From an optimization exercise on the open Yosys and OpenROAD flow, aimed at small area and a short achievable clock period; shortcuts taken in it are not production practice.
Function was not checked in any run shown here: the RTL went through the layout flow alone.
Power is estimated from default activity; no workload was simulated.

$ cat design/flow/design.v
module alu16bit (
  input clk,
  input reset,
  input [2:0] operation,
  input [15:0] operand_A,
  input [15:0] operand_B,
  output reg [31:0] result,
  output reg carry_flag,
  output reg zero_flag
);
  wire [15:0] a = operand_A;
  wire [15:0] b = operand_B;
  wire is_add = (operation == 3'd0);
  wire is_sub = (operation == 3'd1);
  wire is_mul = (operation == 3'd2);
  wire [15:0] m = is_mul ? b : {15'd0, is_add | is_sub};
  reg [15:0] cv;
  always @(*) begin
    case (operation)
      3'd0: cv = b;
      3'd1: cv = ~b;
      3'd3: cv = a & b;
      3'd4: cv = a | b;
      3'd5: cv = ~(a & b);
      3'd6: cv = ~(a | b);
      3'd7: cv = a ^ b;
      default: cv = 16'd0;
    endcase
  end
  wire cin = is_sub;
  wire [15:0] an = ~a;
  wire [15:0] mn = ~m;
  wire p1;
  nor2 up1 (an[0], mn[0], p1);
  wire p2;
  nor2 up2 (an[1], mn[0], p2);
  wire p3;
  nor2 up3 (an[2], mn[0], p3);
  wire p4;
  nor2 up4 (an[3], mn[0], p4);
  wire p5;
  nor2 up5 (an[4], mn[0], p5);
  wire p6;
  nor2 up6 (an[5], mn[0], p6);
  wire p7;
  nor2 up7 (an[6], mn[0], p7);
  wire p8;
  nor2 up8 (an[7], mn[0], p8);
  wire p9;
  nor2 up9 (an[8], mn[0], p9);
  wire p10;
  nor2 up10 (an[9], mn[0], p10);
  wire p11;
  nor2 up11 (an[10], mn[0], p11);
  wire p12;
  nor2 up12 (an[11], mn[0], p12);
  wire p13;
  nor2 up13 (an[12], mn[0], p13);
  wire p14;
  nor2 up14 (an[13], mn[0], p14);
  wire p15;
  nor2 up15 (an[14], mn[0], p15);
  wire p16;
  nor2 up16 (an[15], mn[0], p16);
  wire p17;
  nor2 up17 (an[0], mn[1], p17);
  wire p18;
  nor2 up18 (an[1], mn[1], p18);
  wire p19;
  nor2 up19 (an[2], mn[1], p19);
  wire p20;
  nor2 up20 (an[3], mn[1], p20);
  wire p21;
  nor2 up21 (an[4], mn[1], p21);
  wire p22;
  nor2 up22 (an[5], mn[1], p22);
  wire p23;
  nor2 up23 (an[6], mn[1], p23);
  wire p24;
  nor2 up24 (an[7], mn[1], p24);
  wire p25;
  nor2 up25 (an[8], mn[1], p25);
  wire p26;
  nor2 up26 (an[9], mn[1], p26);
  wire p27;
  nor2 up27 (an[10], mn[1], p27);
  wire p28;
  nor2 up28 (an[11], mn[1], p28);
  wire p29;
  nor2 up29 (an[12], mn[1], p29);
  wire p30;
  nor2 up30 (an[13], mn[1], p30);
  wire p31;
  nor2 up31 (an[14], mn[1], p31);
  wire p32;
  nor2 up32 (an[15], mn[1], p32);
  wire p33;
  nor2 up33 (an[0], mn[2], p33);
  wire p34;
  nor2 up34 (an[1], mn[2], p34);
  wire p35;
  nor2 up35 (an[2], mn[2], p35);
  wire p36;
  nor2 up36 (an[3], mn[2], p36);
  wire p37;
  nor2 up37 (an[4], mn[2], p37);
  wire p38;
  nor2 up38 (an[5], mn[2], p38);
  wire p39;
  nor2 up39 (an[6], mn[2], p39);
  wire p40;
  nor2 up40 (an[7], mn[2], p40);
  wire p41;
  nor2 up41 (an[8], mn[2], p41);
  wire p42;
  nor2 up42 (an[9], mn[2], p42);
  wire p43;
  nor2 up43 (an[10], mn[2], p43);
  wire p44;
  nor2 up44 (an[11], mn[2], p44);
  wire p45;
  nor2 up45 (an[12], mn[2], p45);
  wire p46;
  nor2 up46 (an[13], mn[2], p46);
  wire p47;
  nor2 up47 (an[14], mn[2], p47);
  wire p48;
  nor2 up48 (an[15], mn[2], p48);
  wire p49;
  nor2 up49 (an[0], mn[3], p49);
  wire p50;
  nor2 up50 (an[1], mn[3], p50);
  wire p51;
  nor2 up51 (an[2], mn[3], p51);
  wire p52;
  nor2 up52 (an[3], mn[3], p52);
  wire p53;
  nor2 up53 (an[4], mn[3], p53);
  wire p54;
  nor2 up54 (an[5], mn[3], p54);
  wire p55;
  nor2 up55 (an[6], mn[3], p55);
  wire p56;
  nor2 up56 (an[7], mn[3], p56);
  wire p57;
  nor2 up57 (an[8], mn[3], p57);
  wire p58;
  nor2 up58 (an[9], mn[3], p58);
  wire p59;
  nor2 up59 (an[10], mn[3], p59);
  wire p60;
  nor2 up60 (an[11], mn[3], p60);
  wire p61;
  nor2 up61 (an[12], mn[3], p61);
  wire p62;
  nor2 up62 (an[13], mn[3], p62);
  wire p63;
  nor2 up63 (an[14], mn[3], p63);
  wire p64;
  nor2 up64 (an[15], mn[3], p64);
  wire p65;
  nor2 up65 (an[0], mn[4], p65);
  wire p66;
  nor2 up66 (an[1], mn[4], p66);
  wire p67;
  nor2 up67 (an[2], mn[4], p67);
  wire p68;
  nor2 up68 (an[3], mn[4], p68);
  wire p69;
  nor2 up69 (an[4], mn[4], p69);
  wire p70;
  nor2 up70 (an[5], mn[4], p70);
  wire p71;
  nor2 up71 (an[6], mn[4], p71);
  wire p72;
  nor2 up72 (an[7], mn[4], p72);
  wire p73;
  nor2 up73 (an[8], mn[4], p73);
  wire p74;
  nor2 up74 (an[9], mn[4], p74);
  wire p75;
  nor2 up75 (an[10], mn[4], p75);
  wire p76;
  nor2 up76 (an[11], mn[4], p76);
  wire p77;
  nor2 up77 (an[12], mn[4], p77);
  wire p78;
  nor2 up78 (an[13], mn[4], p78);
  wire p79;
  nor2 up79 (an[14], mn[4], p79);
  wire p80;
  nor2 up80 (an[15], mn[4], p80);
  wire p81;
  nor2 up81 (an[0], mn[5], p81);
  wire p82;
  nor2 up82 (an[1], mn[5], p82);
  wire p83;
  nor2 up83 (an[2], mn[5], p83);
  wire p84;
  nor2 up84 (an[3], mn[5], p84);
  wire p85;
  nor2 up85 (an[4], mn[5], p85);
  wire p86;
  nor2 up86 (an[5], mn[5], p86);
  wire p87;
  nor2 up87 (an[6], mn[5], p87);
  wire p88;
  nor2 up88 (an[7], mn[5], p88);
  wire p89;
  nor2 up89 (an[8], mn[5], p89);
  wire p90;
  nor2 up90 (an[9], mn[5], p90);
  wire p91;
  nor2 up91 (an[10], mn[5], p91);
  wire p92;
  nor2 up92 (an[11], mn[5], p92);
  wire p93;
  nor2 up93 (an[12], mn[5], p93);
  wire p94;
  nor2 up94 (an[13], mn[5], p94);
  wire p95;
  nor2 up95 (an[14], mn[5], p95);
  wire p96;
  nor2 up96 (an[15], mn[5], p96);
  wire p97;
  nor2 up97 (an[0], mn[6], p97);
  wire p98;
  nor2 up98 (an[1], mn[6], p98);
  wire p99;
  nor2 up99 (an[2], mn[6], p99);
  wire p100;
  nor2 up100 (an[3], mn[6], p100);
  wire p101;
  nor2 up101 (an[4], mn[6], p101);
  wire p102;
  nor2 up102 (an[5], mn[6], p102);
  wire p103;
  nor2 up103 (an[6], mn[6], p103);
  wire p104;
  nor2 up104 (an[7], mn[6], p104);
  wire p105;
  nor2 up105 (an[8], mn[6], p105);
  wire p106;
  nor2 up106 (an[9], mn[6], p106);
  wire p107;
  nor2 up107 (an[10], mn[6], p107);
  wire p108;
  nor2 up108 (an[11], mn[6], p108);
  wire p109;
  nor2 up109 (an[12], mn[6], p109);
  wire p110;
  nor2 up110 (an[13], mn[6], p110);
  wire p111;
  nor2 up111 (an[14], mn[6], p111);
  wire p112;
  nor2 up112 (an[15], mn[6], p112);
  wire p113;
  nor2 up113 (an[0], mn[7], p113);
  wire p114;
  nor2 up114 (an[1], mn[7], p114);
  wire p115;
  nor2 up115 (an[2], mn[7], p115);
  wire p116;
  nor2 up116 (an[3], mn[7], p116);
  wire p117;
  nor2 up117 (an[4], mn[7], p117);
  wire p118;
  nor2 up118 (an[5], mn[7], p118);
  wire p119;
  nor2 up119 (an[6], mn[7], p119);
  wire p120;
  nor2 up120 (an[7], mn[7], p120);
  wire p121;
  nor2 up121 (an[8], mn[7], p121);
  wire p122;
  nor2 up122 (an[9], mn[7], p122);
  wire p123;
  nor2 up123 (an[10], mn[7], p123);
  wire p124;
  nor2 up124 (an[11], mn[7], p124);
  wire p125;
  nor2 up125 (an[12], mn[7], p125);
  wire p126;
  nor2 up126 (an[13], mn[7], p126);
  wire p127;
  nor2 up127 (an[14], mn[7], p127);
  wire p128;
  nor2 up128 (an[15], mn[7], p128);
  wire p129;
  nor2 up129 (an[0], mn[8], p129);
  wire p130;
  nor2 up130 (an[1], mn[8], p130);
  wire p131;
  nor2 up131 (an[2], mn[8], p131);
  wire p132;
  nor2 up132 (an[3], mn[8], p132);
  wire p133;
  nor2 up133 (an[4], mn[8], p133);
  wire p134;
  nor2 up134 (an[5], mn[8], p134);
  wire p135;
  nor2 up135 (an[6], mn[8], p135);
  wire p136;
  nor2 up136 (an[7], mn[8], p136);
  wire p137;
  nor2 up137 (an[8], mn[8], p137);
  wire p138;
  nor2 up138 (an[9], mn[8], p138);
  wire p139;
  nor2 up139 (an[10], mn[8], p139);
  wire p140;
  nor2 up140 (an[11], mn[8], p140);
  wire p141;
  nor2 up141 (an[12], mn[8], p141);
  wire p142;
  nor2 up142 (an[13], mn[8], p142);
  wire p143;
  nor2 up143 (an[14], mn[8], p143);
  wire p144;
  nor2 up144 (an[15], mn[8], p144);
  wire p145;
  nor2 up145 (an[0], mn[9], p145);
  wire p146;
  nor2 up146 (an[1], mn[9], p146);
  wire p147;
  nor2 up147 (an[2], mn[9], p147);
  wire p148;
  nor2 up148 (an[3], mn[9], p148);
  wire p149;
  nor2 up149 (an[4], mn[9], p149);
  wire p150;
  nor2 up150 (an[5], mn[9], p150);
  wire p151;
  nor2 up151 (an[6], mn[9], p151);
  wire p152;
  nor2 up152 (an[7], mn[9], p152);
  wire p153;
  nor2 up153 (an[8], mn[9], p153);
  wire p154;
  nor2 up154 (an[9], mn[9], p154);
  wire p155;
  nor2 up155 (an[10], mn[9], p155);
  wire p156;
  nor2 up156 (an[11], mn[9], p156);
  wire p157;
  nor2 up157 (an[12], mn[9], p157);
  wire p158;
  nor2 up158 (an[13], mn[9], p158);
  wire p159;
  nor2 up159 (an[14], mn[9], p159);
  wire p160;
  nor2 up160 (an[15], mn[9], p160);
  wire p161;
  nor2 up161 (an[0], mn[10], p161);
  wire p162;
  nor2 up162 (an[1], mn[10], p162);
  wire p163;
  nor2 up163 (an[2], mn[10], p163);
  wire p164;
  nor2 up164 (an[3], mn[10], p164);
  wire p165;
  nor2 up165 (an[4], mn[10], p165);
  wire p166;
  nor2 up166 (an[5], mn[10], p166);
  wire p167;
  nor2 up167 (an[6], mn[10], p167);
  wire p168;
  nor2 up168 (an[7], mn[10], p168);
  wire p169;
  nor2 up169 (an[8], mn[10], p169);
  wire p170;
  nor2 up170 (an[9], mn[10], p170);
  wire p171;
  nor2 up171 (an[10], mn[10], p171);
  wire p172;
  nor2 up172 (an[11], mn[10], p172);
  wire p173;
  nor2 up173 (an[12], mn[10], p173);
  wire p174;
  nor2 up174 (an[13], mn[10], p174);
  wire p175;
  nor2 up175 (an[14], mn[10], p175);
  wire p176;
  nor2 up176 (an[15], mn[10], p176);
  wire p177;
  nor2 up177 (an[0], mn[11], p177);
  wire p178;
  nor2 up178 (an[1], mn[11], p178);
  wire p179;
  nor2 up179 (an[2], mn[11], p179);
  wire p180;
  nor2 up180 (an[3], mn[11], p180);
  wire p181;
  nor2 up181 (an[4], mn[11], p181);
  wire p182;
  nor2 up182 (an[5], mn[11], p182);
  wire p183;
  nor2 up183 (an[6], mn[11], p183);
  wire p184;
  nor2 up184 (an[7], mn[11], p184);
  wire p185;
  nor2 up185 (an[8], mn[11], p185);
  wire p186;
  nor2 up186 (an[9], mn[11], p186);
  wire p187;
  nor2 up187 (an[10], mn[11], p187);
  wire p188;
  nor2 up188 (an[11], mn[11], p188);
  wire p189;
  nor2 up189 (an[12], mn[11], p189);
  wire p190;
  nor2 up190 (an[13], mn[11], p190);
  wire p191;
  nor2 up191 (an[14], mn[11], p191);
  wire p192;
  nor2 up192 (an[15], mn[11], p192);
  wire p193;
  nor2 up193 (an[0], mn[12], p193);
  wire p194;
  nor2 up194 (an[1], mn[12], p194);
  wire p195;
  nor2 up195 (an[2], mn[12], p195);
  wire p196;
  nor2 up196 (an[3], mn[12], p196);
  wire p197;
  nor2 up197 (an[4], mn[12], p197);
  wire p198;
  nor2 up198 (an[5], mn[12], p198);
  wire p199;
  nor2 up199 (an[6], mn[12], p199);
  wire p200;
  nor2 up200 (an[7], mn[12], p200);
  wire p201;
  nor2 up201 (an[8], mn[12], p201);
  wire p202;
  nor2 up202 (an[9], mn[12], p202);
  wire p203;
  nor2 up203 (an[10], mn[12], p203);
  wire p204;
  nor2 up204 (an[11], mn[12], p204);
  wire p205;
  nor2 up205 (an[12], mn[12], p205);
  wire p206;
  nor2 up206 (an[13], mn[12], p206);
  wire p207;
  nor2 up207 (an[14], mn[12], p207);
  wire p208;
  nor2 up208 (an[15], mn[12], p208);
  wire p209;
  nor2 up209 (an[0], mn[13], p209);
  wire p210;
  nor2 up210 (an[1], mn[13], p210);
  wire p211;
  nor2 up211 (an[2], mn[13], p211);
  wire p212;
  nor2 up212 (an[3], mn[13], p212);
  wire p213;
  nor2 up213 (an[4], mn[13], p213);
  wire p214;
  nor2 up214 (an[5], mn[13], p214);
  wire p215;
  nor2 up215 (an[6], mn[13], p215);
  wire p216;
  nor2 up216 (an[7], mn[13], p216);
  wire p217;
  nor2 up217 (an[8], mn[13], p217);
  wire p218;
  nor2 up218 (an[9], mn[13], p218);
  wire p219;
  nor2 up219 (an[10], mn[13], p219);
  wire p220;
  nor2 up220 (an[11], mn[13], p220);
  wire p221;
  nor2 up221 (an[12], mn[13], p221);
  wire p222;
  nor2 up222 (an[13], mn[13], p222);
  wire p223;
  nor2 up223 (an[14], mn[13], p223);
  wire p224;
  nor2 up224 (an[15], mn[13], p224);
  wire p225;
  nor2 up225 (an[0], mn[14], p225);
  wire p226;
  nor2 up226 (an[1], mn[14], p226);
  wire p227;
  nor2 up227 (an[2], mn[14], p227);
  wire p228;
  nor2 up228 (an[3], mn[14], p228);
  wire p229;
  nor2 up229 (an[4], mn[14], p229);
  wire p230;
  nor2 up230 (an[5], mn[14], p230);
  wire p231;
  nor2 up231 (an[6], mn[14], p231);
  wire p232;
  nor2 up232 (an[7], mn[14], p232);
  wire p233;
  nor2 up233 (an[8], mn[14], p233);
  wire p234;
  nor2 up234 (an[9], mn[14], p234);
  wire p235;
  nor2 up235 (an[10], mn[14], p235);
  wire p236;
  nor2 up236 (an[11], mn[14], p236);
  wire p237;
  nor2 up237 (an[12], mn[14], p237);
  wire p238;
  nor2 up238 (an[13], mn[14], p238);
  wire p239;
  nor2 up239 (an[14], mn[14], p239);
  wire p240;
  nor2 up240 (an[15], mn[14], p240);
  wire p241;
  nor2 up241 (an[0], mn[15], p241);
  wire p242;
  nor2 up242 (an[1], mn[15], p242);
  wire p243;
  nor2 up243 (an[2], mn[15], p243);
  wire p244;
  nor2 up244 (an[3], mn[15], p244);
  wire p245;
  nor2 up245 (an[4], mn[15], p245);
  wire p246;
  nor2 up246 (an[5], mn[15], p246);
  wire p247;
  nor2 up247 (an[6], mn[15], p247);
  wire p248;
  nor2 up248 (an[7], mn[15], p248);
  wire p249;
  nor2 up249 (an[8], mn[15], p249);
  wire p250;
  nor2 up250 (an[9], mn[15], p250);
  wire p251;
  nor2 up251 (an[10], mn[15], p251);
  wire p252;
  nor2 up252 (an[11], mn[15], p252);
  wire p253;
  nor2 up253 (an[12], mn[15], p253);
  wire p254;
  nor2 up254 (an[13], mn[15], p254);
  wire p255;
  nor2 up255 (an[14], mn[15], p255);
  wire p256;
  nor2 up256 (an[15], mn[15], p256);
  wire n257, n258;
  ha un257 (cin, p1, n257, n258);
  wire n259, n260;
  fa un259 (p2, p17, cv[1], n259, n260);
  wire n261, n262;
  fa un261 (p3, p18, p33, n261, n262);
  wire n263, n264;
  ha un263 (cv[2], n261, n263, n264);
  wire n265, n266;
  fa un265 (p4, p19, p34, n265, n266);
  wire n267, n268;
  fa un267 (p49, cv[3], n262, n267, n268);
  wire n269, n270;
  ha un269 (n265, n264, n269, n270);
  wire n271, n272;
  fa un271 (p5, p20, p35, n271, n272);
  wire n273, n274;
  fa un273 (p50, p65, cv[4], n273, n274);
  wire n275, n276;
  fa un275 (n266, n271, n273, n275, n276);
  wire n277, n278;
  ha un277 (n268, n270, n277, n278);
  wire n279, n280;
  fa un279 (p6, p21, p36, n279, n280);
  wire n281, n282;
  fa un281 (p51, p66, p81, n281, n282);
  wire n283, n284;
  fa un283 (cv[5], n272, n279, n283, n284);
  wire n285, n286;
  fa un285 (n281, n274, n283, n285, n286);
  wire n287, n288;
  ha un287 (n276, n278, n287, n288);
  wire n289, n290;
  fa un289 (p7, p22, p37, n289, n290);
  wire n291, n292;
  fa un291 (p52, p67, p82, n291, n292);
  wire n293, n294;
  fa un293 (p97, cv[6], n280, n293, n294);
  wire n295, n296;
  fa un295 (n282, n289, n291, n295, n296);
  wire n297, n298;
  fa un297 (n284, n293, n295, n297, n298);
  wire n299, n300;
  ha un299 (n286, n288, n299, n300);
  wire n301, n302;
  fa un301 (p8, p23, p38, n301, n302);
  wire n303, n304;
  fa un303 (p53, p68, p83, n303, n304);
  wire n305, n306;
  fa un305 (p98, p113, cv[7], n305, n306);
  wire n307, n308;
  fa un307 (n290, n292, n301, n307, n308);
  wire n309, n310;
  fa un309 (n303, n305, n294, n309, n310);
  wire n311, n312;
  fa un311 (n296, n307, n309, n311, n312);
  wire n313, n314;
  ha un313 (n298, n300, n313, n314);
  wire n315, n316;
  fa un315 (p9, p24, p39, n315, n316);
  wire n317, n318;
  fa un317 (p54, p69, p84, n317, n318);
  wire n319, n320;
  fa un319 (p99, p114, p129, n319, n320);
  wire n321, n322;
  fa un321 (cv[8], n302, n304, n321, n322);
  wire n323, n324;
  fa un323 (n315, n317, n319, n323, n324);
  wire n325, n326;
  fa un325 (n306, n308, n321, n325, n326);
  wire n327, n328;
  fa un327 (n323, n310, n325, n327, n328);
  wire n329, n330;
  ha un329 (n312, n314, n329, n330);
  wire n331, n332;
  fa un331 (p10, p25, p40, n331, n332);
  wire n333, n334;
  fa un333 (p55, p70, p85, n333, n334);
  wire n335, n336;
  fa un335 (p100, p115, p130, n335, n336);
  wire n337, n338;
  fa un337 (p145, cv[9], n316, n337, n338);
  wire n339, n340;
  fa un339 (n318, n320, n331, n339, n340);
  wire n341, n342;
  fa un341 (n333, n335, n322, n341, n342);
  wire n343, n344;
  fa un343 (n324, n337, n339, n343, n344);
  wire n345, n346;
  fa un345 (n341, n326, n343, n345, n346);
  wire n347, n348;
  ha un347 (n328, n345, n347, n348);
  wire n349, n350;
  fa un349 (p11, p26, p41, n349, n350);
  wire n351, n352;
  fa un351 (p56, p71, p86, n351, n352);
  wire n353, n354;
  fa un353 (p101, p116, p131, n353, n354);
  wire n355, n356;
  fa un355 (p146, p161, cv[10], n355, n356);
  wire n357, n358;
  fa un357 (n332, n334, n336, n357, n358);
  wire n359, n360;
  fa un359 (n349, n351, n353, n359, n360);
  wire n361, n362;
  fa un361 (n355, n338, n340, n361, n362);
  wire n363, n364;
  fa un363 (n357, n359, n342, n363, n364);
  wire n365, n366;
  fa un365 (n344, n361, n363, n365, n366);
  wire n367, n368;
  ha un367 (n346, n348, n367, n368);
  wire n369, n370;
  fa un369 (p12, p27, p42, n369, n370);
  wire n371, n372;
  fa un371 (p57, p72, p87, n371, n372);
  wire n373, n374;
  fa un373 (p102, p117, p132, n373, n374);
  wire n375, n376;
  fa un375 (p147, p162, p177, n375, n376);
  wire n377, n378;
  fa un377 (cv[11], n350, n352, n377, n378);
  wire n379, n380;
  fa un379 (n354, n369, n371, n379, n380);
  wire n381, n382;
  fa un381 (n373, n375, n356, n381, n382);
  wire n383, n384;
  fa un383 (n358, n360, n377, n383, n384);
  wire n385, n386;
  fa un385 (n379, n381, n362, n385, n386);
  wire n387, n388;
  fa un387 (n383, n364, n385, n387, n388);
  wire n389, n390;
  ha un389 (n366, n387, n389, n390);
  wire n391, n392;
  fa un391 (p13, p28, p43, n391, n392);
  wire n393, n394;
  fa un393 (p58, p73, p88, n393, n394);
  wire n395, n396;
  fa un395 (p103, p118, p133, n395, n396);
  wire n397, n398;
  fa un397 (p148, p163, p178, n397, n398);
  wire n399, n400;
  fa un399 (p193, cv[12], n370, n399, n400);
  wire n401, n402;
  fa un401 (n372, n374, n376, n401, n402);
  wire n403, n404;
  fa un403 (n391, n393, n395, n403, n404);
  wire n405, n406;
  fa un405 (n397, n378, n380, n405, n406);
  wire n407, n408;
  fa un407 (n399, n401, n382, n407, n408);
  wire n409, n410;
  fa un409 (n403, n384, n405, n409, n410);
  wire n411, n412;
  fa un411 (n407, n386, n409, n411, n412);
  wire n413, n414;
  ha un413 (n388, n411, n413, n414);
  wire n415, n416;
  fa un415 (p14, p29, p44, n415, n416);
  wire n417, n418;
  fa un417 (p59, p74, p89, n417, n418);
  wire n419, n420;
  fa un419 (p104, p119, p134, n419, n420);
  wire n421, n422;
  fa un421 (p149, p164, p179, n421, n422);
  wire n423, n424;
  fa un423 (p194, p209, cv[13], n423, n424);
  wire n425, n426;
  fa un425 (n392, n394, n396, n425, n426);
  wire n427, n428;
  fa un427 (n398, n415, n417, n427, n428);
  wire n429, n430;
  fa un429 (n419, n421, n423, n429, n430);
  wire n431, n432;
  fa un431 (n400, n402, n404, n431, n432);
  wire n433, n434;
  fa un433 (n425, n427, n429, n433, n434);
  wire n435, n436;
  fa un435 (n406, n408, n431, n435, n436);
  wire n437, n438;
  fa un437 (n433, n410, n435, n437, n438);
  wire n439, n440;
  ha un439 (n412, n437, n439, n440);
  wire n441, n442;
  fa un441 (p15, p30, p45, n441, n442);
  wire n443, n444;
  fa un443 (p60, p75, p90, n443, n444);
  wire n445, n446;
  fa un445 (p105, p120, p135, n445, n446);
  wire n447, n448;
  fa un447 (p150, p165, p180, n447, n448);
  wire n449, n450;
  fa un449 (p195, p210, p225, n449, n450);
  wire n451, n452;
  fa un451 (cv[14], n416, n418, n451, n452);
  wire n453, n454;
  fa un453 (n420, n422, n441, n453, n454);
  wire n455, n456;
  fa un455 (n443, n445, n447, n455, n456);
  wire n457, n458;
  fa un457 (n449, n424, n426, n457, n458);
  wire n459, n460;
  fa un459 (n428, n451, n453, n459, n460);
  wire n461, n462;
  fa un461 (n455, n430, n457, n461, n462);
  wire n463, n464;
  fa un463 (n432, n459, n434, n463, n464);
  wire n465, n466;
  fa un465 (n436, n461, n463, n465, n466);
  wire n467, n468;
  ha un467 (n438, n465, n467, n468);
  wire n469, n470;
  fa un469 (p16, p31, p46, n469, n470);
  wire n471, n472;
  fa un471 (p61, p76, p91, n471, n472);
  wire n473, n474;
  fa un473 (p106, p121, p136, n473, n474);
  wire n475, n476;
  fa un475 (p151, p166, p181, n475, n476);
  wire n477, n478;
  fa un477 (p196, p211, p226, n477, n478);
  wire n479, n480;
  fa un479 (p241, cv[15], n442, n479, n480);
  wire n481, n482;
  fa un481 (n444, n446, n448, n481, n482);
  wire n483, n484;
  fa un483 (n450, n469, n471, n483, n484);
  wire n485, n486;
  fa un485 (n473, n475, n477, n485, n486);
  wire n487, n488;
  fa un487 (n452, n454, n456, n487, n488);
  wire n489, n490;
  fa un489 (n479, n481, n483, n489, n490);
  wire n491, n492;
  fa un491 (n485, n458, n460, n491, n492);
  wire n493, n494;
  fa un493 (n487, n489, n462, n493, n494);
  wire n495, n496;
  fa un495 (n491, n464, n493, n495, n496);
  wire n497, n498;
  ha un497 (n466, n468, n497, n498);
  wire n499, n500;
  fa un499 (p32, p47, p62, n499, n500);
  wire n501, n502;
  fa un501 (p77, p92, p107, n501, n502);
  wire n503, n504;
  fa un503 (p122, p137, p152, n503, n504);
  wire n505, n506;
  fa un505 (p167, p182, p197, n505, n506);
  wire n507, n508;
  fa un507 (p212, p227, p242, n507, n508);
  wire n509, n510;
  fa un509 (n470, n472, n474, n509, n510);
  wire n511, n512;
  fa un511 (n476, n478, n499, n511, n512);
  wire n513, n514;
  fa un513 (n501, n503, n505, n513, n514);
  wire n515, n516;
  fa un515 (n507, n480, n482, n515, n516);
  wire n517, n518;
  fa un517 (n484, n486, n509, n517, n518);
  wire n519, n520;
  fa un519 (n511, n513, n515, n519, n520);
  wire n521, n522;
  fa un521 (n488, n490, n517, n521, n522);
  wire n523, n524;
  fa un523 (n492, n519, n521, n523, n524);
  wire n525, n526;
  fa un525 (n494, n523, n496, n525, n526);
  wire n527, n528;
  fa un527 (p48, p63, p78, n527, n528);
  wire n529, n530;
  fa un529 (p93, p108, p123, n529, n530);
  wire n531, n532;
  fa un531 (p138, p153, p168, n531, n532);
  wire n533, n534;
  fa un533 (p183, p198, p213, n533, n534);
  wire n535, n536;
  fa un535 (p228, p243, n500, n535, n536);
  wire n537, n538;
  fa un537 (n502, n504, n506, n537, n538);
  wire n539, n540;
  fa un539 (n508, n527, n529, n539, n540);
  wire n541, n542;
  fa un541 (n531, n533, n510, n541, n542);
  wire n543, n544;
  fa un543 (n512, n514, n535, n543, n544);
  wire n545, n546;
  fa un545 (n537, n539, n516, n545, n546);
  wire n547, n548;
  fa un547 (n541, n518, n543, n547, n548);
  wire n549, n550;
  fa un549 (n545, n520, n522, n549, n550);
  wire n551, n552;
  fa un551 (n547, n549, n524, n551, n552);
  wire n553, n554;
  fa un553 (p64, p79, p94, n553, n554);
  wire n555, n556;
  fa un555 (p109, p124, p139, n555, n556);
  wire n557, n558;
  fa un557 (p154, p169, p184, n557, n558);
  wire n559, n560;
  fa un559 (p199, p214, p229, n559, n560);
  wire n561, n562;
  fa un561 (p244, n528, n530, n561, n562);
  wire n563, n564;
  fa un563 (n532, n534, n553, n563, n564);
  wire n565, n566;
  fa un565 (n555, n557, n559, n565, n566);
  wire n567, n568;
  fa un567 (n536, n538, n540, n567, n568);
  wire n569, n570;
  fa un569 (n561, n563, n565, n569, n570);
  wire n571, n572;
  fa un571 (n542, n544, n567, n571, n572);
  wire n573, n574;
  fa un573 (n569, n546, n548, n573, n574);
  wire n575, n576;
  fa un575 (n571, n550, n573, n575, n576);
  wire n577, n578;
  fa un577 (p80, p95, p110, n577, n578);
  wire n579, n580;
  fa un579 (p125, p140, p155, n579, n580);
  wire n581, n582;
  fa un581 (p170, p185, p200, n581, n582);
  wire n583, n584;
  fa un583 (p215, p230, p245, n583, n584);
  wire n585, n586;
  fa un585 (n554, n556, n558, n585, n586);
  wire n587, n588;
  fa un587 (n560, n577, n579, n587, n588);
  wire n589, n590;
  fa un589 (n581, n583, n562, n589, n590);
  wire n591, n592;
  fa un591 (n564, n566, n585, n591, n592);
  wire n593, n594;
  fa un593 (n587, n589, n568, n593, n594);
  wire n595, n596;
  fa un595 (n570, n591, n572, n595, n596);
  wire n597, n598;
  fa un597 (n593, n574, n595, n597, n598);
  wire n599, n600;
  fa un599 (p96, p111, p126, n599, n600);
  wire n601, n602;
  fa un601 (p141, p156, p171, n601, n602);
  wire n603, n604;
  fa un603 (p186, p201, p216, n603, n604);
  wire n605, n606;
  fa un605 (p231, p246, n578, n605, n606);
  wire n607, n608;
  fa un607 (n580, n582, n584, n607, n608);
  wire n609, n610;
  fa un609 (n599, n601, n603, n609, n610);
  wire n611, n612;
  fa un611 (n586, n588, n605, n611, n612);
  wire n613, n614;
  fa un613 (n607, n609, n590, n613, n614);
  wire n615, n616;
  fa un615 (n592, n611, n613, n615, n616);
  wire n617, n618;
  fa un617 (n594, n615, n596, n617, n618);
  wire n619, n620;
  fa un619 (p112, p127, p142, n619, n620);
  wire n621, n622;
  fa un621 (p157, p172, p187, n621, n622);
  wire n623, n624;
  fa un623 (p202, p217, p232, n623, n624);
  wire n625, n626;
  fa un625 (p247, n600, n602, n625, n626);
  wire n627, n628;
  fa un627 (n604, n619, n621, n627, n628);
  wire n629, n630;
  fa un629 (n623, n606, n608, n629, n630);
  wire n631, n632;
  fa un631 (n610, n625, n627, n631, n632);
  wire n633, n634;
  fa un633 (n629, n612, n631, n633, n634);
  wire n635, n636;
  fa un635 (n614, n633, n616, n635, n636);
  wire n637, n638;
  fa un637 (p128, p143, p158, n637, n638);
  wire n639, n640;
  fa un639 (p173, p188, p203, n639, n640);
  wire n641, n642;
  fa un641 (p218, p233, p248, n641, n642);
  wire n643, n644;
  fa un643 (n620, n622, n624, n643, n644);
  wire n645, n646;
  fa un645 (n637, n639, n641, n645, n646);
  wire n647, n648;
  fa un647 (n626, n628, n643, n647, n648);
  wire n649, n650;
  fa un649 (n645, n630, n632, n649, n650);
  wire n651, n652;
  fa un651 (n647, n634, n649, n651, n652);
  wire n653, n654;
  fa un653 (p144, p159, p174, n653, n654);
  wire n655, n656;
  fa un655 (p189, p204, p219, n655, n656);
  wire n657, n658;
  fa un657 (p234, p249, n638, n657, n658);
  wire n659, n660;
  fa un659 (n640, n642, n653, n659, n660);
  wire n661, n662;
  fa un661 (n655, n644, n646, n661, n662);
  wire n663, n664;
  fa un663 (n657, n659, n648, n663, n664);
  wire n665, n666;
  fa un665 (n661, n650, n663, n665, n666);
  wire n667, n668;
  fa un667 (p160, p175, p190, n667, n668);
  wire n669, n670;
  fa un669 (p205, p220, p235, n669, n670);
  wire n671, n672;
  fa un671 (p250, n654, n656, n671, n672);
  wire n673, n674;
  fa un673 (n667, n669, n658, n673, n674);
  wire n675, n676;
  fa un675 (n660, n671, n673, n675, n676);
  wire n677, n678;
  fa un677 (n662, n664, n675, n677, n678);
  wire n679, n680;
  fa un679 (p176, p191, p206, n679, n680);
  wire n681, n682;
  fa un681 (p221, p236, p251, n681, n682);
  wire n683, n684;
  fa un683 (n668, n670, n679, n683, n684);
  wire n685, n686;
  fa un685 (n681, n672, n683, n685, n686);
  wire n687, n688;
  fa un687 (n674, n685, n676, n687, n688);
  wire n689, n690;
  fa un689 (p192, p207, p222, n689, n690);
  wire n691, n692;
  fa un691 (p237, p252, n680, n691, n692);
  wire n693, n694;
  fa un693 (n682, n689, n684, n693, n694);
  wire n695, n696;
  fa un695 (n691, n686, n693, n695, n696);
  wire n697, n698;
  fa un697 (p208, p223, p238, n697, n698);
  wire n699, n700;
  fa un699 (p253, n690, n697, n699, n700);
  wire n701, n702;
  fa un701 (n692, n699, n694, n701, n702);
  wire n703, n704;
  fa un703 (p224, p239, p254, n703, n704);
  wire n705, n706;
  fa un705 (n698, n703, n700, n705, n706);
  wire n707, n708;
  fa un707 (p240, p255, n704, n707, n708);
  wire n709, n710;
  ha un709 (cv[0], n257, n709, n710);
  wire n711, n712;
  fa un711 (n258, n710, n259, n711, n712);
  wire n713, n714;
  fa un713 (n260, n263, n712, n713, n714);
  wire n715, n716;
  fa un715 (n267, n269, n714, n715, n716);
  wire n717, n718;
  fa un717 (n275, n277, n716, n717, n718);
  wire n719, n720;
  fa un719 (n285, n287, n718, n719, n720);
  wire n721, n722;
  ha un721 (n297, n299, n721, n722);
  wire n723, n724;
  ha un723 (n311, n313, n723, n724);
  wire n725, n726;
  ha un725 (n327, n329, n725, n726);
  wire n727, n728;
  ha un727 (n330, n347, n727, n728);
  wire n729, n730;
  ha un729 (n365, n367, n729, n730);
  wire n731, n732;
  ha un731 (n368, n389, n731, n732);
  wire n733, n734;
  ha un733 (n390, n413, n733, n734);
  wire n735, n736;
  ha un735 (n414, n439, n735, n736);
  wire n737, n738;
  ha un737 (n440, n467, n737, n738);
  wire n739, n740;
  ha un739 (n495, n497, n739, n740);
  wire n741, n742;
  ha un741 (n498, n525, n741, n742);
  wire n743, n744;
  ha un743 (n526, n551, n743, n744);
  wire n745, n746;
  ha un745 (n552, n575, n745, n746);
  wire n747, n748;
  ha un747 (n576, n597, n747, n748);
  wire n749, n750;
  ha un749 (n598, n617, n749, n750);
  wire n751, n752;
  ha un751 (n618, n635, n751, n752);
  wire n753, n754;
  ha un753 (n636, n651, n753, n754);
  wire n755, n756;
  ha un755 (n652, n665, n755, n756);
  wire n757, n758;
  ha un757 (n666, n677, n757, n758);
  wire n759, n760;
  ha un759 (n678, n687, n759, n760);
  wire n761, n762;
  ha un761 (n688, n695, n761, n762);
  wire n763, n764;
  ha un763 (n696, n701, n763, n764);
  wire n765, n766;
  ha un765 (n702, n705, n765, n766);
  wire n767, n768;
  ha un767 (n706, n707, n767, n768);
  wire n769, n770;
  ha un769 (p256, n708, n769, n770);
  wire n771;
  aoi21 un771 (n721, n720, n722, n771);
  wire n772;
  aoi21 un772 (n725, n724, n726, n772);
  wire n773;
  nand2 un773 (n725, n723, n773);
  wire n774;
  aoi21 un774 (n729, n728, n730, n774);
  wire n775;
  nand2 un775 (n729, n727, n775);
  wire n776;
  aoi21 un776 (n733, n732, n734, n776);
  wire n777;
  nand2 un777 (n733, n731, n777);
  wire n778;
  aoi21 un778 (n737, n736, n738, n778);
  wire n779;
  nand2 un779 (n737, n735, n779);
  wire n780;
  aoi21 un780 (n741, n740, n742, n780);
  wire n781;
  nand2 un781 (n741, n739, n781);
  wire n782;
  aoi21 un782 (n745, n744, n746, n782);
  wire n783;
  nand2 un783 (n745, n743, n783);
  wire n784;
  aoi21 un784 (n749, n748, n750, n784);
  wire n785;
  nand2 un785 (n749, n747, n785);
  wire n786;
  aoi21 un786 (n753, n752, n754, n786);
  wire n787;
  nand2 un787 (n753, n751, n787);
  wire n788;
  aoi21 un788 (n757, n756, n758, n788);
  wire n789;
  nand2 un789 (n757, n755, n789);
  wire n790;
  aoi21 un790 (n761, n760, n762, n790);
  wire n791;
  nand2 un791 (n761, n759, n791);
  wire n792;
  aoi21 un792 (n765, n764, n766, n792);
  wire n793;
  nand2 un793 (n765, n763, n793);
  wire n794;
  aoi21 un794 (n769, n768, n770, n794);
  wire n795;
  nand2 un795 (n769, n767, n795);
  wire n796;
  oai21 un796 (n773, n771, n772, n796);
  wire n797;
  oai21 un797 (n777, n774, n776, n797);
  wire n798;
  nor2 un798 (n777, n775, n798);
  wire n799;
  oai21 un799 (n781, n778, n780, n799);
  wire n800;
  nor2 un800 (n781, n779, n800);
  wire n801;
  oai21 un801 (n785, n782, n784, n801);
  wire n802;
  nor2 un802 (n785, n783, n802);
  wire n803;
  oai21 un803 (n789, n786, n788, n803);
  wire n804;
  nor2 un804 (n789, n787, n804);
  wire n805;
  oai21 un805 (n793, n790, n792, n805);
  wire n806;
  nor2 un806 (n793, n791, n806);
  wire n807;
  aoi21 un807 (n798, n796, n797, n807);
  wire n808;
  aoi21 un808 (n802, n799, n801, n808);
  wire n809;
  nand2 un809 (n802, n800, n809);
  wire n810;
  aoi21 un810 (n806, n803, n805, n810);
  wire n811;
  nand2 un811 (n806, n804, n811);
  wire n812;
  oai21 un812 (n809, n807, n808, n812);
  wire n813;
  inv1 un813 (n812, n813);
  wire n814;
  oai21 un814 (n811, n813, n810, n814);
  wire n815;
  inv1 un815 (n807, n815);
  wire n816;
  aoi21 un816 (n800, n815, n799, n816);
  wire n817;
  aoi21 un817 (n804, n812, n803, n817);
  wire n818;
  inv1 un818 (n796, n818);
  wire n819;
  oai21 un819 (n775, n818, n774, n819);
  wire n820;
  oai21 un820 (n779, n807, n778, n820);
  wire n821;
  oai21 un821 (n783, n816, n782, n821);
  wire n822;
  inv1 un822 (n812, n822);
  wire n823;
  oai21 un823 (n787, n822, n786, n823);
  wire n824;
  oai21 un824 (n791, n817, n790, n824);
  wire n825;
  inv1 un825 (n814, n825);
  wire n826;
  oai21 un826 (n795, n825, n794, n826);
  wire n827;
  inv1 un827 (n771, n827);
  wire n828;
  aoi21 un828 (n723, n827, n724, n828);
  wire n829;
  aoi21 un829 (n727, n796, n728, n829);
  wire n830;
  aoi21 un830 (n731, n819, n732, n830);
  wire n831;
  inv1 un831 (n807, n831);
  wire n832;
  aoi21 un832 (n735, n831, n736, n832);
  wire n833;
  aoi21 un833 (n739, n820, n740, n833);
  wire n834;
  inv1 un834 (n816, n834);
  wire n835;
  aoi21 un835 (n743, n834, n744, n835);
  wire n836;
  aoi21 un836 (n747, n821, n748, n836);
  wire n837;
  aoi21 un837 (n751, n812, n752, n837);
  wire n838;
  aoi21 un838 (n755, n823, n756, n838);
  wire n839;
  inv1 un839 (n817, n839);
  wire n840;
  aoi21 un840 (n759, n839, n760, n840);
  wire n841;
  aoi21 un841 (n763, n824, n764, n841);
  wire n842;
  aoi21 un842 (n767, n814, n768, n842);
  wire n843;
  aoi21 un843 (1'b0, n826, 1'b0, n843);
  wire n844;
  xor2 un844 (n721, n720, n844);
  wire n845;
  xnor2 un845 (n723, n771, n845);
  wire n846;
  xnor2 un846 (n725, n828, n846);
  wire n847;
  xor2 un847 (n727, n796, n847);
  wire n848;
  xnor2 un848 (n729, n829, n848);
  wire n849;
  xor2 un849 (n731, n819, n849);
  wire n850;
  xnor2 un850 (n733, n830, n850);
  wire n851;
  xnor2 un851 (n735, n807, n851);
  wire n852;
  xnor2 un852 (n737, n832, n852);
  wire n853;
  xor2 un853 (n739, n820, n853);
  wire n854;
  xnor2 un854 (n741, n833, n854);
  wire n855;
  xnor2 un855 (n743, n816, n855);
  wire n856;
  xnor2 un856 (n745, n835, n856);
  wire n857;
  xor2 un857 (n747, n821, n857);
  wire n858;
  xnor2 un858 (n749, n836, n858);
  wire n859;
  xor2 un859 (n751, n812, n859);
  wire n860;
  xnor2 un860 (n753, n837, n860);
  wire n861;
  xor2 un861 (n755, n823, n861);
  wire n862;
  xnor2 un862 (n757, n838, n862);
  wire n863;
  xnor2 un863 (n759, n817, n863);
  wire n864;
  xnor2 un864 (n761, n840, n864);
  wire n865;
  xor2 un865 (n763, n824, n865);
  wire n866;
  xnor2 un866 (n765, n841, n866);
  wire n867;
  xor2 un867 (n767, n814, n867);
  wire n868;
  xnor2 un868 (n769, n842, n868);
  wire [31:0] s = {n826, n868, n867, n866, n865, n864, n863, n862, n861, n860, n859, n858, n857, n856, n855, n854, n853, n852, n851, n850, n849, n848, n847, n846, n845, n844, n719, n717, n715, n713, n711, n709};
  wire borrow = is_sub & ~s[16];
  wire zero_lo = (s[15:0] == 16'd0);
  wire zero_mul = (a == 16'd0) | (b == 16'd0);
  wire [31:0] r = {s[31:17] | {15{borrow}}, s[16] ^ is_sub, s[15:0]};
  wire z = is_mul ? zero_mul : zero_lo;
  always @(posedge clk) begin
    if (reset) begin
      result     <= 32'b0;
      carry_flag <= 1'b0;
      zero_flag  <= 1'b0;
    end else begin
      result     <= r;
      carry_flag <= borrow;
      zero_flag  <= z;
    end
  end
endmodule
module fa (input a, input b, input c, output s, output co);
  assign s = a ^ b ^ c;
  assign co = (a & b) | (a & c) | (b & c);
endmodule
module ha (input a, input b, output s, output co);
  assign s = a ^ b;
  assign co = a & b;
endmodule
module xor2 (input a, input b, output y);
  assign y = a ^ b;
endmodule
module xnor2 (input a, input b, output y);
  assign y = ~(a ^ b);
endmodule
module and2 (input a, input b, output y);
  assign y = a & b;
endmodule
module nand2 (input a, input b, output y);
  assign y = ~(a & b);
endmodule
module nor2 (input a, input b, output y);
  assign y = ~(a | b);
endmodule
module inv1 (input a, output y);
  assign y = ~a;
endmodule
module aoi21 (input a, input b, input c, output y);
  assign y = ~((a & b) | c);
endmodule
module oai21 (input a, input b, input c, output y);
  assign y = ~((a | b) & c);
endmodule
$ cat design/flow/run.sh
#!/bin/bash
# synth_recipe.tcl (not shown) runs the flow's synth.tcl, then flattens the netlist and writes it again
# the make line also repeats each setting of config.mk as NAME=value (left out here)
make -C /OpenROAD-flow-scripts/flow DESIGN_CONFIG=/design/flow/config.mk WORK_HOME=/design/flow/orfs CLKGATE_MAP_FILE= SYNTH_SCRIPT=/design/flow/synth_recipe.tcl finish
$ cat design/flow/config.mk
export PLATFORM = sky130hd
export DESIGN_NAME = alu16bit
export DESIGN_NICKNAME = alu16bit
export VERILOG_FILES = /design/flow/design.v
export SDC_FILE = /design/flow/constraint.sdc
export NUM_CORES = 4
export LEC_CHECK = 0
export ABC_AREA = 0
export CAP_MARGIN = 20
export CORE_MARGIN = 2
export CORE_UTILIZATION = 65
export GPL_TIMING_DRIVEN = 0
export PLACE_DENSITY = 0.75
export SLEW_MARGIN = 20
export SYNTH_HIERARCHICAL = 1
$ cat design/flow/constraint.sdc
create_clock -name core_clock -period 7.2 [get_ports {clk}]
set_input_delay 1.4400 -clock core_clock [delete_from_list [all_inputs] [get_ports {clk}]]
set_output_delay 1.4400 -clock core_clock [all_outputs]
set_load 0.01 [all_outputs]
==> results.tsv, run 1 <==
metric	value	unit
status	no timing/DRC/antenna violations	
cts.sinks	34	
cap_viol_max_count	0	
drt-initial-drc-count	922	
cts.reportedPaths.clkPinSlew	70	ps
rsz0062_at_grt	yes	
cp-end-kind	flip-flop	
hold_ws	1690	ps
cts_root_buf	clkbuf_16	
drv_slew	0	
die_w	122	um
clkPwrFrac	15.6	%
netSwitchingFraction	43.7	%
post-place-ws	-1510	ps
cp_top_family	adder cells	
firstDrtPassIters	7	
ys_seq_area_share	7.52	%
gp_congestion	0.982	
setup-violations-final	0	
core_area	13700	um2
worst_slack	83.1	ps
dp_hpwl	18600	um
grt_max_degree	18	
period_minus_slack	7120	ps
clock_path_buffers	2	
synth_cells	947	
overflow	0	
grt_pass1_vias	8203	
start_util	66.0	%
power_switching	663	uW
power_frac_seq	16.4	%
worstMarginPinSlew	875	ps
antenna_found_initial	1	
critPathLaunchType	input port	
synth_area_leaders	fa_1 (48%), nor2_1 (13%), ha_1 (10%)	
grt_pass1_wl	42500	um
vias_per_cell	6.39	
leakage	5.36	nW
track_usage	37.9	%
cp_slowest_cell	fa_1	
wire_per_inst	22.1	um
vias	8069	
ys_types	39	
dpl_cell_area	9970	um2
htree_num_levels	2	
rows	43	
synth.net_count	1274	
arrival	7320	ps
area_growth	26.6	%
path_max_fanout	10	
synth_largest_area_cell	fa_1	
nets	1408	
ioPinCount	71	
path_class	in2reg	
finalPower	1.52	mW
p_int	853	uW
fin_crit_sh	98.8	%
numCtsBuffers	5	
drc	0	
syn-cell-area	9050	um2
cts_tree	yes	
max_freq	0.141	GHz
crit_top_cell	fa_1	
crit_buf_inv	6	
combPwrFrac	68.0	%
ant_nets	0	
ys_ff_latch	34	
antenna_cells	0	
port_buffers	69	
slew-limit-headroom	41.7	%
max_stage_delay	610	ps
drive_gt1_share	22.9	%
dieHeight	122	um
dieArea	14900	um2
synth.top_cell.area_share	47.8	%
design_area	11500	um2
post-route-util	83.6	%
yosysWarnings	7	
ir_worst_vdd	0.106	mV
cp.required	7400	ps
drt_wl_total	27900	um
powerDensity	132	nW/um2
hold_path.class	in2reg	
avgSynthCellArea	9.56	um2
hold_viol_final	0	
modules after synthesis (local to each module, per instance), a selection:
module | cells | flops+latches | cell area, um2 | copies in the design
xnor2 | 1 | 0 | 8.76 | 16
nor2 | 1 | 0 | 3.75 | 261
ha | 1 | 0 | 12.5 | 41
inv1 | 1 | 0 | 3.75 | 9
alu16bit | 337 | 34 | 2600 | 1
nand2 | 1 | 0 | 3.75 | 14
xor2 | 1 | 0 | 8.76 | 9
fa | 1 | 0 | 20.0 | 216
per-layer routing:
metal / track usage, % / vias up / share of wire (%)
met1: 49.4 / 4011 / 37
met4: 15.1 / 0 / 4.5
met5: 0 / - / 0
li1: - / 3362 / -
met3: 11.8 / 118 / 11
met2: 59.6 / 578 / 47
sequential cells by signal (all words and copies together) (netlist names):
register    count
carry_flag      1
zero_flag       1
result         32
logic make-up (layout without fill, tap and decap cells):
family,after synthesis,in the layout,synth area share (%)
xor gates and xnor gates,27,27,2.61
buffers and inverters,68,200,3.08
AOI/OAI and AO/OA,109,109,8.59
muxes,20,20,2.29
and+or+nand+nor,399,402,17.9
DFF,34,34,7.52
adders and majority gates,290,290,58.0
path summary, 6_finish.rpt:
kind / start / end / slack, ps / depth (start not counted)
setup / recovery: operation[2] / zero_flag / 80 / 25
hold / removal: operand_A[15] / zero_flag / 1690 / 4
power by group through the flow:
stage	Clock [mW]	Sequential, mW	Combinational, mW
5_1_grt	0.246	0.254	1.12
3_3_place_gp	0	0.252	0.815
6_report	0.236	0.249	1.03
2_1_floorplan	0	0.279	0.539
3_5_place_dp	0	0.254	0.838
4_1_cts	0.237	0.250	0.948
placed cells by master, fill, tap and decap left out, types with 4 or more instances in the layout:
cell type,instances
fa_2,14
nor2_4,19
ha_1,64
nor2b_1,23
o211ai_1,6
o21ai_0,4
clkinvlp_4,15
o221ai_1,7
clkbuf_1,9
mux2i_1,14
nor2_1,250
clkdlybuf4s50_1,59
buf_2,8
dfxtp_1,34
nor4_1,10
a21oi_2,28
dlymetal6s2s_1,6
xor2_1,9
nand2_1,28
buf_6,6
fa_1,202
xnor2_1,18
ha_4,10
o21ai_2,6
a21oi_1,21
nand2_8,10
nor3_1,7
clkbuf_16,6
a211oi_1,6
buf_12,5
a221oi_1,4
inv_1,27
buf_4,47
o21ai_1,7
nor2_2,36
nand2_4,7
mux2_2,6
through the flow:
step / setup TNS [ps] / std cells
final: 0 / 1262
after global routing: -303 / 1262
after CTS: 0 / 1237
after detailed placement: -23910 / 1196
after global placement: -22130 / 1196
after floorplan: 0 / 947
timing repair:
| item | in CTS | in global routing |
|---|---|---|
| pin swaps | 19 | 20 |
| hold buffers | 0 | 0 |
| setup endpoints to repair | 21 | 17 |
| cloned | 3 | 2 |
| buffers inserted | 30 | 23 |
| resized for setup | 131 | 83 |
cell type report:
class                           instances  area (um2)
Tap cell                              180         225
Fill cell                             807        2260
Timing Repair Buffer                  124        1200
Buffer                                 23         146
Multi-Input combinational cell        848        8830
Clock buffer                            7         143
Inverter                               45         225
Sequential cell                        34         681
Clock inverter                          1        5.00
cells in the mapped netlist, drive strengths merged:
cell     number
ha           74
nand4         2
a31oi         3
xor2          9
buf          14
o221ai        7
nor4         12
nor2b        23
clkbuf        9
nor3          9
a22oi         2
a21oi        52
inv          44
o211ai        6
nand2b        1
fa          216
and4          1
nor2        305
a22o          3
o21ai        19
mux2          6
a221oi        5
nand2        45
mux2i        14
o2bb2ai       2
dfxtp        34
a311oi        2
clkinv        1
and2          1
o211a         2
a211oi        6
xnor2        18
==> inputs of run 2 (changes only) <==
--- a/design/flow/config.mk
+++ b/design/flow/config.mk
@@ -8,8 +8,7 @@
 export ABC_AREA = 0
 export CAP_MARGIN = 20
 export CORE_MARGIN = 2
-export CORE_UTILIZATION = 65
+export CORE_UTILIZATION = 40
 export GPL_TIMING_DRIVEN = 0
-export PLACE_DENSITY = 0.75
 export SLEW_MARGIN = 20
 export SYNTH_HIERARCHICAL = 1
==> results.tsv, run 2 <==
metric	value	unit	change
dp_hpwl	20000	um	+7.3%
synthArstFlopShare	0	%	unchanged
drive_gt1_share	22.4	%	-0.52 points
crit_buf_inv	7		+1
die_w	154	um	+27%
max_stage_delay	560	ps	-50 ps
cap_viol_max_count	0		unchanged
final_cell_mix	nor2_1 (262), fa_1 (204), buf_4 (66), ha_1 (66), clkdlybuf4s50_1 (61)		
cp.required	7400	ps	about the same
cts.reportedPaths.clkPinSlew	70	ps	about the same
synth_largest_area_cell	fa_1		
gp_congestion	0.957		-2.6%
ioPinCount	71		unchanged
drv_slew	0		unchanged
hold_ws	1640	ps	-48.5 ps
synth_edf_count	0		unchanged
rsz0062_at_grt	yes		
arrival	7340	ps	+20 ps
reg_top3	result x32, carry_flag x1, zero_flag x1		
synth_top_family_by_area	adder cells		
synth_cells	947		unchanged
syn-cell-area	9050	um2	unchanged
clock_path_buffers	2		unchanged
final_common_cell	nor2_1		
busiest_layer	met2		
status	no timing/DRC/antenna violations		
firstDrtPassIters	5		-2
max_freq	0.140	GHz	-0.36%
drt_wl_total	29100	um	+4.4%
synth_fa_ha_area_share	58.0	%	unchanged
layout.cells.non_filler	1383		+9.6%
post-route-util	52.0	%	-32 points
hold_viol_final	0		unchanged
largest_reg_flops	32		unchanged
post-place-ws	-1690	ps	-176 ps
worstMarginPinSlew	803	ps	-71.4 ps
yosys.area_share.simple	17.9	%	unchanged
synth.area.mux_share	2.29	%	unchanged
ys_ff_latch	34		unchanged
antenna_cells	0		unchanged
p_int	859	uW	+0.69%
netSwitchingFraction	44.0	%	+0.30 points
globalRouteMet2Util	43.5	%	-16 points
core_area	22400	um2	+64%
grt_pass1_wl	45800	um	+7.8%
numCtsBuffers	5		unchanged
hold_path.class	in2reg		
ys_top_cells_by_count	nor2_1 (305), fa_1 (216), ha_1 (74)		
yosys_most_used_dff	dfxtp_1		
nets	1424		+1.1%
synth_compound_area_share	8.59	%	unchanged
setup-violations-final	0		unchanged
powerDensity	131	nW/um2	-0.60%
rows	55		+28%
area_growth	28.9	%	
synth.net_count	1274		unchanged
ir_worst_vdd	0.0961	mV	-9.7%
start_util	40.4	%	-26 points
drc	0		unchanged
leakage	5.37	nW	+0.16%
track_usage	25.0	%	-13 points
period_minus_slack	7140	ps	+25.9 ps
power_switching	675	uW	+1.9%
path_class	in2reg		
gr-usage-met3	4.09	%	-7.7 points
path_max_fanout	10		unchanged
ant_nets	0		unchanged
slew-limit-headroom	46.4	%	+4.8 points
grt_pass1_vias	8432		+2.8%
dpl_cell_area	10100	um2	+1.3%
power_frac_seq	16.2	%	-0.2 points
cp-end-kind	flip-flop		
ys_types	39		unchanged
synth_xor_area_share	2.61	%	unchanged
cts.sinks	34		unchanged
cp_slowest_cell	fa_1		
wire_per_inst	21.0	um	-4.7%
fill_cells	2056		+150%
grt_max_degree	18		unchanged
vias	7806		-3.3%
cts_root_buf	clkbuf_16		
drt-initial-drc-count	532		-42%
dieArea	23900	um2	+60%
synth.top_cell.area_share	47.8	%	unchanged
fin_crit_sh	99.2	%	+0.36 points
design_area	11700	um2	+1.8%
use_met1	31.2	%	-18 points
cp_top_family	adder cells		
clkPwrFrac	15.0	%	-0.6 points
dieHeight	154	um	+27%
top_register	result		
yosysWarnings	7		unchanged
vias_per_cell	5.64		-12%
post-place-cells	1301		+8.8%
multiInputGateArea	8830	um2	about the same
synth.most_common_cell	nor2_1		
ys_seq_area_share	7.52	%	unchanged
cts_tree	yes		
worst_slack	57.2	ps	-25.9 ps
synth_area_leaders	fa_1 (48%), nor2_1 (13%), ha_1 (10%)		
combPwrFrac	68.8	%	+0.8 points
antenna_found_initial	0		-1
critPathLaunchType	input port		
overflow	0		unchanged
seqCellArea	681	um2	unchanged
port_buffers	69		unchanged
avgSynthCellArea	9.56	um2	unchanged
htree_num_levels	2		unchanged
run 2: cell counts after synthesis:
No cell type changed its count.
run 2: what timing repair did:
item,CTS,global route
resized for setup,143,57
hold buffers,0,0
pin swaps,23,21
buffers inserted,44,25
endpoints found under the setup margin,21,18
gates cloned,2,3
run 2: cells by family (layout without fill, tap and decap cells):
kind of cell             count (synthesis)  count (layout)
flip-flops                              34              34
adder cells (fa/ha/maj)                290             290
AO/OA/AOI/OAI                          109             109
buffers and inverters                   68             215
AND/OR/NAND/NOR                        399             403
multiplexers                            20              20
XOR/XNOR                                27              27
run 2: per-layer routing:
metal	vias to the layer above	wire length [um]	part of all wire [%]
li1	3381	-	-
met1	3993	11200	38
met2	349	14500	50
met3	83	2280	7.8
met4	0	1190	4.1
met5	-	0	0
run 2: area by class of cell:
type | count | area share, %
plain buffers | 23 | 1.23
clock buffers | 7 | 1.22
clock inverters | 1 | 0.0429
inverters | 45 | 1.96
multi-input cells | 849 | 75.7
flip-flops and latches | 34 | 5.83
well taps | 285 | 3.05
repair buffers | 139 | 11.0
run 2: per-module statistics from Yosys, one instance, submodules excluded, excerpt:
| module | cells | area, um2 | flip-flops and latches | times used |
|---|---|---|---|---|
| aoi21 | 1 | 8.76 | 0 | 30 |
| fa | 1 | 20.0 | 0 | 216 |
| ha | 1 | 12.5 | 0 | 41 |
| inv1 | 1 | 3.75 | 0 | 9 |
| oai21 | 1 | 5.00 | 0 | 14 |
| xnor2 | 1 | 8.76 | 0 | 16 |
| xor2 | 1 | 8.76 | 0 | 9 |
run 2: path summary, 6_finish.rpt:
kind / start / end / slack, ps / cells past startpoint
setup / recovery: operation[2] / zero_flag / 60 / 25
hold / removal: operand_A[13] / zero_flag / 1640 / 4
run 2: through the flow:
stage / setup TNS (ps) / total power [mW]
floorplan: 0 / 0.818
global placement: -23480 / 1.10
detailed placement: -24180 / 1.11
CTS: -6.13 / 1.49
global route: -1030 / 1.66
finish: 0 / 1.53
run 2: power by group through the flow:
| stage | clock network [mW] | registers (mW) | logic [mW] |
|---|---|---|---|
| 4_1_cts | 0.239 | 0.249 | 1.00 |
| 2_1_floorplan | 0 | 0.279 | 0.539 |
| 3_5_place_dp | 0 | 0.253 | 0.853 |
| 6_report | 0.231 | 0.248 | 1.06 |
| 5_1_grt | 0.243 | 0.253 | 1.16 |
| 3_3_place_gp | 0 | 0.253 | 0.847 |
run 2: tightest hold or removal path: stages:
cell and delay [ps]:
clkbuf_2 160, nor4_1 90, nand4_1 90, a311oi_2 120

[separate check: timing with driven ports]
The flow's constraints put no driver on any port. The routed layouts listed below were extracted and timed again, unchanged, in two steps. Step 1 (the two cells are an assumption about what drives the block):
set clk [get_ports {clk}]
set_driving_cell -lib_cell sky130_fd_sc_hd__clkbuf_16 $clk
set_driving_cell -lib_cell sky130_fd_sc_hd__buf_2 [delete_from_list [all_inputs] $clk]
Step 2 also shifts input and output timing later by t, the mid clock arrival at the registers, as if the neighbouring blocks saw the same clock. a / b / c = ideal / step 1 / step 2; a / b = the first two.
run	t, ns	setup WS [ns]	worst data-port slew with drivers (ns)
run 1	0.335	0.083 / 0.101 / -0.233	0.04
run 2	0.337	0.057 / 0.080 / -0.256	0.04
With both steps, setup timing fails in run 1 and run 2, where it was met with ideal ports. The setup slack of run 1, which loses most, moves by +0.018 ns with the drivers and by -0.316 ns with both steps.
